This design comes from an exercise in tuning for small area, a short achievable clock period and few clock cycles on the open sky130 flow, not from production work.
In this exercise RTL edits were held to simulation tests only and were not proved equivalent to the original.
Power is estimated from default activity; no workload was simulated.

==> flow/design.v (excerpt) <==
module RV32I_Processor(
    input         clk,
    input         rst,
    output [31:0] imem_addr,
    input  [31:0] imem_rdata,
    output [31:0] dmem_addr,
    output [31:0] dmem_wdata,
    output        dmem_we,
    input  [31:0] dmem_rdata
);
Size in the first run: about 5,100 cells after synthesis, roughly 72,000 µm² of cells after synthesis.
==> flow/config.mk <==
export PLATFORM = sky130hd
export DESIGN_NAME = RV32I_Processor
export DESIGN_NICKNAME = RV32I_Processor
export VERILOG_FILES = /design/flow/design.v
export SDC_FILE = /design/flow/constraint.sdc
export NUM_CORES = 4
export LEC_CHECK = 0
export CAP_MARGIN = 20
export CORE_MARGIN = 2
export CORE_UTILIZATION = 55
export CTS_CLUSTER_DIAMETER = 100
export CTS_CLUSTER_SIZE = 25
export PLACE_DENSITY = 0.7
export SLEW_MARGIN = 20
==> flow/constraint.sdc <==
create_clock -name core_clock -period 11.0 [get_ports {clk}]
set_input_delay 2.2000 -clock core_clock [delete_from_list [all_inputs] [get_ports {clk}]]
set_output_delay 2.2000 -clock core_clock [all_outputs]
set_load 0.01 [all_outputs]
standard.sh (not shown) runs the stock make flow with config.mk's settings and CLKGATE_MAP_FILE= SYNTH_SCRIPT=/design/flow/synth_recipe.tcl, a recipe that flattens the netlist after the stock synthesis.
==> flow/flow/run.sh <==
#!/bin/bash
# Standard layout, with timing repair aiming for a larger setup slack.
set -euo pipefail
bash standard.sh SETUP_SLACK_MARGIN=7.4 finish > standard_flow.log 2>&1
Testbench counts at the start, summed over its fixed seeds: cycles 61,321.
Then changed:
==> flow/flow/run.sh (replaced) <==
#!/bin/bash
# Standard layout, with timing repair aiming for a larger setup slack.
set -euo pipefail
bash standard.sh SETUP_SLACK_MARGIN=7.5 finish > standard_flow.log 2>&1
Settings changed: CAP_MARGIN 20 to 5, SLEW_MARGIN 20 to 5.
Global-route usage rose by 0.31 points.
Routed wire length went up slightly.
Register-to-register slack is worse by 0.04 ns.
Synthesized area is unchanged.
Cell area rises slightly.
Non-clock buffer count climbs by 28.
Via count grows slightly.
First-iteration DRC count goes up by a few percent.
Worst setup slack degrades by 0.043 ns.
Total power climbs slightly.

========
RV32I_Processor, a different RTL version from the one above (not shown whole).
Size: ~5200 cells after synthesis, about 1400 flip-flops, roughly 160 I/O pins, roughly 0.073 sq mm of cells after synthesis.
==> flow/design.v (excerpt) <==
module RV32I_Processor(
    input         clk,
    input         rst,
    output [31:0] imem_addr,
    input  [31:0] imem_rdata,
    output [31:0] dmem_addr,
    output [31:0] dmem_wdata,
    output        dmem_we,
    input  [31:0] dmem_rdata
);
    reg        RegWriteW, LoadW, MemWriteW;
    reg [4:0]  RdW;
    reg [31:0] ResultW, WriteDataW;
    reg [31:0] MemAddrW;
    wire [31:0] WBDataW = LoadW ? dmem_rdata : ResultW;
    reg FlushR;
    reg  [31:2] PCF;
    wire [31:2] PCPlus4F = PCF + 30'd1;
    assign imem_addr = {PCF, 2'b00};
    reg         BtbValid;
    reg  [11:2] BtbTag, BtbTarget;
    wire        BtbHitF = BtbValid & (PCF[31:12] == 20'd0) & (PCF[11:2] == BtbTag);
    wire        pdJAL = imem_rdata[6] & imem_rdata[3];
    wire        pdBr  = imem_rdata[6] & ~imem_rdata[2];
    wire [20:0] pdImmJ = {imem_rdata[31], imem_rdata[19:12], imem_rdata[20], imem_rdata[30:21], 1'b0};
    wire [20:0] pdImmB = {{9{imem_rdata[31]}}, imem_rdata[7], imem_rdata[30:25], imem_rdata[11:8], 1'b0};
    wire [20:2] pdImmBJ = imem_rdata[3] ? pdImmJ[20:2] : pdImmB[20:2];
    reg         ValidDr, BtbHitD, isJALD, isBrD;
    reg  [31:0] InstrD;
    reg  [31:2] PCD;
    reg  [20:2] ImmBJD;    
  ...
clock: 11.0 ns
lec_check: 0
cap_margin: 20
core_margin: 2
core_utilization: 55
cts_cluster_diameter: 100
cts_cluster_size: 25
place_density: 0.7
slew_margin: 20
==> flow/flow/run.sh <==
#!/bin/bash
# Standard layout, with timing repair aiming for a larger setup slack.
set -euo pipefail
bash standard.sh SETUP_SLACK_MARGIN=7.6 finish > standard_flow.log 2>&1
Testbench counts at the start, summed over its fixed seeds: cycles 61,321.
Edit:
==> flow/flow/run.sh (replaced) <==
#!/bin/bash
# Standard layout, with timing repair aiming for a larger setup slack.
set -euo pipefail
bash standard.sh SETUP_SLACK_MARGIN=7.5 finish > standard_flow.log 2>&1
=>
- combinational power came out lower by 6.4%
- worst hold slack barely changes
- global-route usage came out lower by 0.36 points
- count of clock-buffer cells in the layout came out lower by 2
- wire length came out lower by 0.76%
- setup slack improved by 96 ps
- die area stays the same

## port drivers added, routing unchanged
How much do the figures lean on ideal ports? The routed layouts below were timed once more, with nothing changed but the port constraints.
Step 1 sets driving cells, clkbuf_16 on the clock port and buf_2 on the other inputs (assumed; they add their load-dependent delay and slew).
Step 2 adds t to the input delays and takes it off the output delays; t is the mean of the earliest and latest rising clock arrival at the registers after step 1. Input paths then give back, and output paths get back, about the clock's delay inside the block.
a / b / c = ideal / step 1 / step 2; a / b = the first two.
| run | t, ns | setup slack, ns | clock arrival spread, ns | worst slew at a driven data input, ns | pins driven straight from the clock port |
|---|---|---|---|---|---|
| the first run of note 1 | 0.790 | 7.257 / 7.257 / 6.652 | 0.044 / 0.043 | 0.05 | 1 |
| the second run of note 1 | 0.785 | 7.214 / 7.214 / 6.768 | 0.060 / 0.060 | 0.05 | 1 |
| the first run of note 2 | 0.789 | 7.336 / 7.336 / 6.796 | 0.034 / 0.034 | 0.05 | 1 |
| the second run of note 2 | 0.798 | 7.432 / 7.357 / 6.718 | 0.039 / 0.039 | 0.05 | 1 |
After both steps setup and hold are still met in every run listed. For the second run of note 2, which loses most, drivers alone change the setup slack by -0.075 ns; drivers and shift together by -0.714 ns.
